Source: an optimization exercise on an open RTL-to-GDS flow (aim: small area). Production flows keep margins and buffers that such runs may drop. At most, simulation tests tie the RTL to the original design; equivalence was not proved.

==> v6 <==
// cordic_rotation_top
module cordic_rotation_top(
    input clk, input nreset, input enable,
    input signed [15:0] x_vec_in, input signed [15:0] y_vec_in,
    input [19:0] target_angle,
    output wire signed [15:0] x_vec_out, output wire signed [15:0] y_vec_out,
    output reg done);
==> flow/config.mk <==
export PLATFORM = sky130hd
export DESIGN_NAME = cordic_rotation_top
export DESIGN_NICKNAME = cordic_rotation_top
export VERILOG_FILES = /design/flow/design.v
export SDC_FILE = /design/flow/constraint.sdc
export NUM_CORES = 4
export LEC_CHECK = 0
export ABC_AREA = 1
export CAP_MARGIN = 20
export CORE_MARGIN = 2
export CORE_UTILIZATION = 40
export CTS_CLUSTER_DIAMETER = 100
export CTS_CLUSTER_SIZE = 34
export GPL_TIMING_DRIVEN = 0
export PLACE_DENSITY = 0.6
export SLEW_MARGIN = 20
==> flow/constraint.sdc <==
create_clock -name core_clock -period 6.0 [get_ports {clk}]
set_input_delay 1.2000 -clock core_clock [delete_from_list [all_inputs] [get_ports {clk}]]
set_output_delay 1.2000 -clock core_clock [all_outputs]
set_load 0.01 [all_outputs]
run.sh (not shown) runs the stock make flow with config.mk's settings and CLKGATE_MAP_FILE= SYNTH_SCRIPT=/design/flow/synth_recipe.tcl, a recipe that flattens the netlist after the stock synthesis.
==> v33 (differences from v6) <==
- CORE_UTILIZATION: 40 -> 55
- CTS_CLUSTER_SIZE: 34 -> 30
- PLACE_DENSITY: 0.6 -> 0.75
==> flow_summary_export.csv <==
group,metric,value,unit
setup_path,crit_start,"target_angle[17]",
setup_path,cpMostUsedCell,"nor2_1",
finish,syn_to_final_growth,10.65,%
run_status,status,"complete, no violations",
place,hpwl,49780,microns
routing,drt-initial-drc-count,948,
floorplan,n_tap_cell,756,
setup_path,cp_top_family,"simple AND/OR/NAND/NOR gates",
sta,tightest_slew,1058,ps
floorplan,core_area,56280,sq um
clocking,ctsResizeCount,52,
-- figures above: v33

==> flow_summary_export.csv <==
group,metric,value,unit
place,hpwl,51510,microns
clocking,ctsResizeCount,45,
floorplan,core_area,77340,sq um
floorplan,n_tap_cell,1040,
setup_path,cp_top_family,"compound AO/OA/AOI/OAI gates",
sta,tightest_slew,860.6,ps
setup_path,crit_start,"dd14_p8",
run_status,status,"complete, no violations",
setup_path,cpMostUsedCell,"a21o_1",
-- figures above: v6


========
==> inputs of exp/violet <==
Another version of the RTL of cordic_rotation_top (not shown whole).
Settings: LEC_CHECK=0, ABC_AREA=1, CAP_MARGIN=20, CORE_MARGIN=2, CORE_UTILIZATION=40, CTS_CLUSTER_DIAMETER=100, CTS_CLUSTER_SIZE=34, GPL_TIMING_DRIVEN=0, PLACE_DENSITY=0.6, SLEW_MARGIN=20; clock period 6.0 ns.
==> inputs of exp/ember, as changes to exp/violet <==
--- a/flow/design.v
+++ b/flow/design.v
@@ -1592,25 +1592,57 @@
     wire [10:0] y11_oo;
     wire [9:0] y11_hc;
     wire [15:0] y11;
     reg [0:0] dd11_p6;
     wire [4:0] x12_op;
     wire [5:0] x12_la;
     wire [5:0] x12_lb;
-    wire [6:0] x12_lo_c;
+    wire [5:0] x12_lo_p;
+    wire [5:0] x12_lo_g;
+    wire [0:0] x12_lo_g0c;
+    wire [0:0] x12_lo_G1;
+    wire [0:0] x12_lo_P1;
+    wire [0:0] x12_lo_G2;
+    wire [0:0] x12_lo_P2;
+    wire [0:0] x12_lo_G3;
+    wire [0:0] x12_lo_P3;
+    wire [0:0] x12_lo_G4;
+    wire [0:0] x12_lo_P4;
+    wire [0:0] x12_lo_G5;
+    wire [0:0] x12_lo_P5;
+    wire [0:0] x12_lo_G6;
+    wire [0:0] x12_lo_P6;
+    wire [0:0] x12_lo_G7;
+    wire [0:0] x12_lo_P7;
     wire [5:0] x12_lo;
     wire [10:0] x12_hi;
     wire [11:0] x12_ao;
     wire [11:0] x12_oo;
     wire [10:0] x12_hc;
     wire [15:0] x12;
     wire [4:0] y12_op;
     wire [5:0] y12_la;
     wire [5:0] y12_lb;
-    wire [6:0] y12_lo_c;
+    wire [5:0] y12_lo_p;
+    wire [5:0] y12_lo_g;
+    wire [0:0] y12_lo_g0c;
+    wire [0:0] y12_lo_G1;
+    wire [0:0] y12_lo_P1;
+    wire [0:0] y12_lo_G2;
+    wire [0:0] y12_lo_P2;
+    wire [0:0] y12_lo_G3;
+    wire [0:0] y12_lo_P3;
+    wire [0:0] y12_lo_G4;
+    wire [0:0] y12_lo_P4;
+    wire [0:0] y12_lo_G5;
+    wire [0:0] y12_lo_P5;
+    wire [0:0] y12_lo_G6;
+    wire [0:0] y12_lo_P6;
+    wire [0:0] y12_lo_G7;
+    wire [0:0] y12_lo_P7;
     wire [5:0] y12_lo;
     wire [10:0] y12_hi;
     wire [11:0] y12_ao;
     wire [11:0] y12_oo;
     wire [10:0] y12_hc;
     wire [15:0] y12;
     reg [15:0] x12_p7;
@@ -4320,20 +4352,37 @@
     assign y11_hc[8] = y11_op[5] ? (y11_lo[6] | y11_oo[8]) : (y11_lo[6] & y11_ao[8]);
     assign y11_hc[9] = y11_op[5] ? (y11_lo[6] | y11_oo[9]) : (y11_lo[6] & y11_ao[9]);
     assign y11_hi = y10_p6[15:6] ^ {10{y11_op[5]}} ^ y11_hc;
     assign y11 = {y11_hi,y11_lo[5:0]};
     assign x12_op = y11[15:11] ^ {5{~dd11_p6}};
     assign x12_la = {1'b0,x11[4:0]};
     assign x12_lb = {1'b0,x12_op};
-    assign x12_lo_c[0] = ~dd11_p6;
-    genvar x12_lo_i;
-    for (x12_lo_i=0;x12_lo_i<6;x12_lo_i=x12_lo_i+1) begin : x12_lo_g
-        assign x12_lo[x12_lo_i] = x12_la[x12_lo_i] ^ x12_lb[x12_lo_i] ^ x12_lo_c[x12_lo_i];
-        assign x12_lo_c[x12_lo_i+1] = (x12_la[x12_lo_i] & x12_lb[x12_lo_i]) | (x12_la[x12_lo_i] & x12_lo_c[x12_lo_i]) | (x12_lb[x12_lo_i] & x12_lo_c[x12_lo_i]);
-    end
+    assign x12_lo_p = x12_la ^ x12_lb;
+    assign x12_lo_g = x12_la & x12_lb;
+    assign x12_lo_g0c = x12_lo_g[0] | (x12_lo_p[0] & ~dd11_p6);
+    assign x12_lo_G1 = x12_lo_g[1] | (x12_lo_p[1] & x12_lo_g0c);
+    assign x12_lo_P1 = x12_lo_p[1] & x12_lo_p[0];
+    assign x12_lo_G2 = x12_lo_g[3] | (x12_lo_p[3] & x12_lo_g[2]);
+    assign x12_lo_P2 = x12_lo_p[3] & x12_lo_p[2];
+    assign x12_lo_G3 = x12_lo_g[5] | (x12_lo_p[5] & x12_lo_g[4]);
+    assign x12_lo_P3 = x12_lo_p[5] & x12_lo_p[4];
+    assign x12_lo_G4 = x12_lo_g[2] | (x12_lo_p[2] & x12_lo_G1);
+    assign x12_lo_P4 = x12_lo_p[2] & x12_lo_P1;
+    assign x12_lo_G5 = x12_lo_G2 | (x12_lo_P2 & x12_lo_G1);
+    assign x12_lo_P5 = x12_lo_P2 & x12_lo_P1;
+    assign x12_lo_G6 = x12_lo_g[4] | (x12_lo_p[4] & x12_lo_G5);
+    assign x12_lo_P6 = x12_lo_p[4] & x12_lo_P5;
+    assign x12_lo_G7 = x12_lo_G3 | (x12_lo_P3 & x12_lo_G5);
+    assign x12_lo_P7 = x12_lo_P3 & x12_lo_P5;
+    assign x12_lo[0] = x12_lo_p[0] ^ ~dd11_p6;
+    assign x12_lo[1] = x12_lo_p[1] ^ x12_lo_g0c;
+    assign x12_lo[2] = x12_lo_p[2] ^ x12_lo_G1;
+    assign x12_lo[3] = x12_lo_p[3] ^ x12_lo_G4;
+    assign x12_lo[4] = x12_lo_p[4] ^ x12_lo_G5;
+    assign x12_lo[5] = x12_lo_p[5] ^ x12_lo_G6;
     assign x12_ao[0] = 1'b1;
     assign x12_oo[0] = 1'b0;
     assign x12_ao[1] = x12_ao[0] & x11[5];
     assign x12_oo[1] = x12_oo[0] | x11[5];
     assign x12_ao[2] = x12_ao[1] & x11[6];
     assign x12_oo[2] = x12_oo[1] | x11[6];
     assign x12_ao[3] = x12_ao[2] & x11[7];
@@ -4366,20 +4415,37 @@
     assign x12_hc[9] = x12_op[4] ? (x12_lo[5] | x12_oo[9]) : (x12_lo[5] & x12_ao[9]);
     assign x12_hc[10] = x12_op[4] ? (x12_lo[5] | x12_oo[10]) : (x12_lo[5] & x12_ao[10]);
     assign x12_hi = x11[15:5] ^ {11{x12_op[4]}} ^ x12_hc;
     assign x12 = {x12_hi,x12_lo[4:0]};
     assign y12_op = x11[15:11] ^ {5{dd11_p6}};
     assign y12_la = {1'b0,y11[4:0]};
     assign y12_lb = {1'b0,y12_op};
-    assign y12_lo_c[0] = dd11_p6;
-    genvar y12_lo_i;
-    for (y12_lo_i=0;y12_lo_i<6;y12_lo_i=y12_lo_i+1) begin : y12_lo_g
-        assign y12_lo[y12_lo_i] = y12_la[y12_lo_i] ^ y12_lb[y12_lo_i] ^ y12_lo_c[y12_lo_i];
-        assign y12_lo_c[y12_lo_i+1] = (y12_la[y12_lo_i] & y12_lb[y12_lo_i]) | (y12_la[y12_lo_i] & y12_lo_c[y12_lo_i]) | (y12_lb[y12_lo_i] & y12_lo_c[y12_lo_i]);
-    end
+    assign y12_lo_p = y12_la ^ y12_lb;
+    assign y12_lo_g = y12_la & y12_lb;
+    assign y12_lo_g0c = y12_lo_g[0] | (y12_lo_p[0] & dd11_p6);
+    assign y12_lo_G1 = y12_lo_g[1] | (y12_lo_p[1] & y12_lo_g0c);
+    assign y12_lo_P1 = y12_lo_p[1] & y12_lo_p[0];
+    assign y12_lo_G2 = y12_lo_g[3] | (y12_lo_p[3] & y12_lo_g[2]);
+    assign y12_lo_P2 = y12_lo_p[3] & y12_lo_p[2];
+    assign y12_lo_G3 = y12_lo_g[5] | (y12_lo_p[5] & y12_lo_g[4]);
+    assign y12_lo_P3 = y12_lo_p[5] & y12_lo_p[4];
+    assign y12_lo_G4 = y12_lo_g[2] | (y12_lo_p[2] & y12_lo_G1);
+    assign y12_lo_P4 = y12_lo_p[2] & y12_lo_P1;
+    assign y12_lo_G5 = y12_lo_G2 | (y12_lo_P2 & y12_lo_G1);
+    assign y12_lo_P5 = y12_lo_P2 & y12_lo_P1;
+    assign y12_lo_G6 = y12_lo_g[4] | (y12_lo_p[4] & y12_lo_G5);
+    assign y12_lo_P6 = y12_lo_p[4] & y12_lo_P5;
+    assign y12_lo_G7 = y12_lo_G3 | (y12_lo_P3 & y12_lo_G5);
+    assign y12_lo_P7 = y12_lo_P3 & y12_lo_P5;
+    assign y12_lo[0] = y12_lo_p[0] ^ dd11_p6;
+    assign y12_lo[1] = y12_lo_p[1] ^ y12_lo_g0c;
+    assign y12_lo[2] = y12_lo_p[2] ^ y12_lo_G1;
+    assign y12_lo[3] = y12_lo_p[3] ^ y12_lo_G4;
+    assign y12_lo[4] = y12_lo_p[4] ^ y12_lo_G5;
+    assign y12_lo[5] = y12_lo_p[5] ^ y12_lo_G6;
     assign y12_ao[0] = 1'b1;
     assign y12_oo[0] = 1'b0;
     assign y12_ao[1] = y12_ao[0] & y11[5];
     assign y12_oo[1] = y12_oo[0] | y11[5];
     assign y12_ao[2] = y12_ao[1] & y11[6];
     assign y12_oo[2] = y12_oo[1] | y11[6];
     assign y12_ao[3] = y12_ao[2] & y11[7];
- CORE_UTILIZATION: 40 -> 55
- PLACE_DENSITY: 0.6 -> 0.75
==> notes <==
Of exp/ember and exp/violet, exp/violet has the higher register-to-register slack (gap 0.04 ns).
Of exp/ember and exp/violet, exp/violet has the higher worst setup slack (gap 0.037 ns).
Against exp/ember, the worst hold slack of exp/violet is worse by 0.0012 ns.
In exp/ember the critical path depth is lower than in exp/violet, by 6.
In exp/violet the cell area is larger than in exp/ember, by 1.9%.
==> figures <==
|  | exp/ember | exp/violet |
|---|---|---|
| Sequential element share of the synthesized area | 23.6% | 23.6% |
| Routed metal-1 wire length | 25.2 mm | 26.5 mm |
| Post-synthesis simple-gate area fraction | 15.4% | 15.5% |
| Synthesized area per cell | 8.08 um^2 | 8.02 um^2 |
| Met3 usage in global routing | 1.62% | 1.34% |
| Util after Layout | 61.7% | 45.8% |
| Fmax achieved | 174 MHz | 175 MHz |
| Cell count after placement | 4704 | 4998 |
| Inverter count of the layout excluding clock inverters | 629 | 637 |
| CP required | 6.44 ns | 6.49 ns |
| Logic depth of the worst path, buffers included | 30 | 36 |
| Result of the run | timing/DRC/antenna clean | timing/DRC/antenna clean |
| Area of the core | 0.0563 mm^2 | 0.0772 mm^2 |
| Via count | 23300 | 23200 |
| Final routed wire length divided by cell count | 12.1 um | 11.7 um |
The RTL of exp/violet was laid out without a check of its function.

==> separate check: timing with driven ports <==
The flow's constraints put no driver on any port. The routed layouts listed below were extracted and timed again, unchanged, in two steps.
Step 1 sets driving cells, clkbuf_16 on the clock port and buf_2 on the other inputs (assumed; they add their load-dependent delay and slew).
Step 2, shift: input delay + t, output delay - t, t = (earliest + latest rising clock arrival at the registers) / 2. This alone moves slack from input paths to output paths.
Slacks: ideal ports / drivers / drivers and shift; pairs: ideal ports / drivers.
run	t, ns	setup WS [ns]	hold WS [ns]
v6	0.635	0.237 / 0.237 / -0.358	0.335 / 0.335 / 0.335
v33	0.614	0.145 / 0.177 / -0.437	0.342 / 0.342 / 0.342
exp/violet	0.623	0.274 / 0.274 / -0.238	0.339 / 0.339 / 0.339
exp/ember	0.610	0.237 / 0.237 / -0.229	0.340 / 0.340 / 0.340
With both steps, setup timing fails in every run listed, where it was met with ideal ports. The setup slack of v6, which loses most, moves by 0.000 ns with the drivers and by -0.595 ns with both steps.
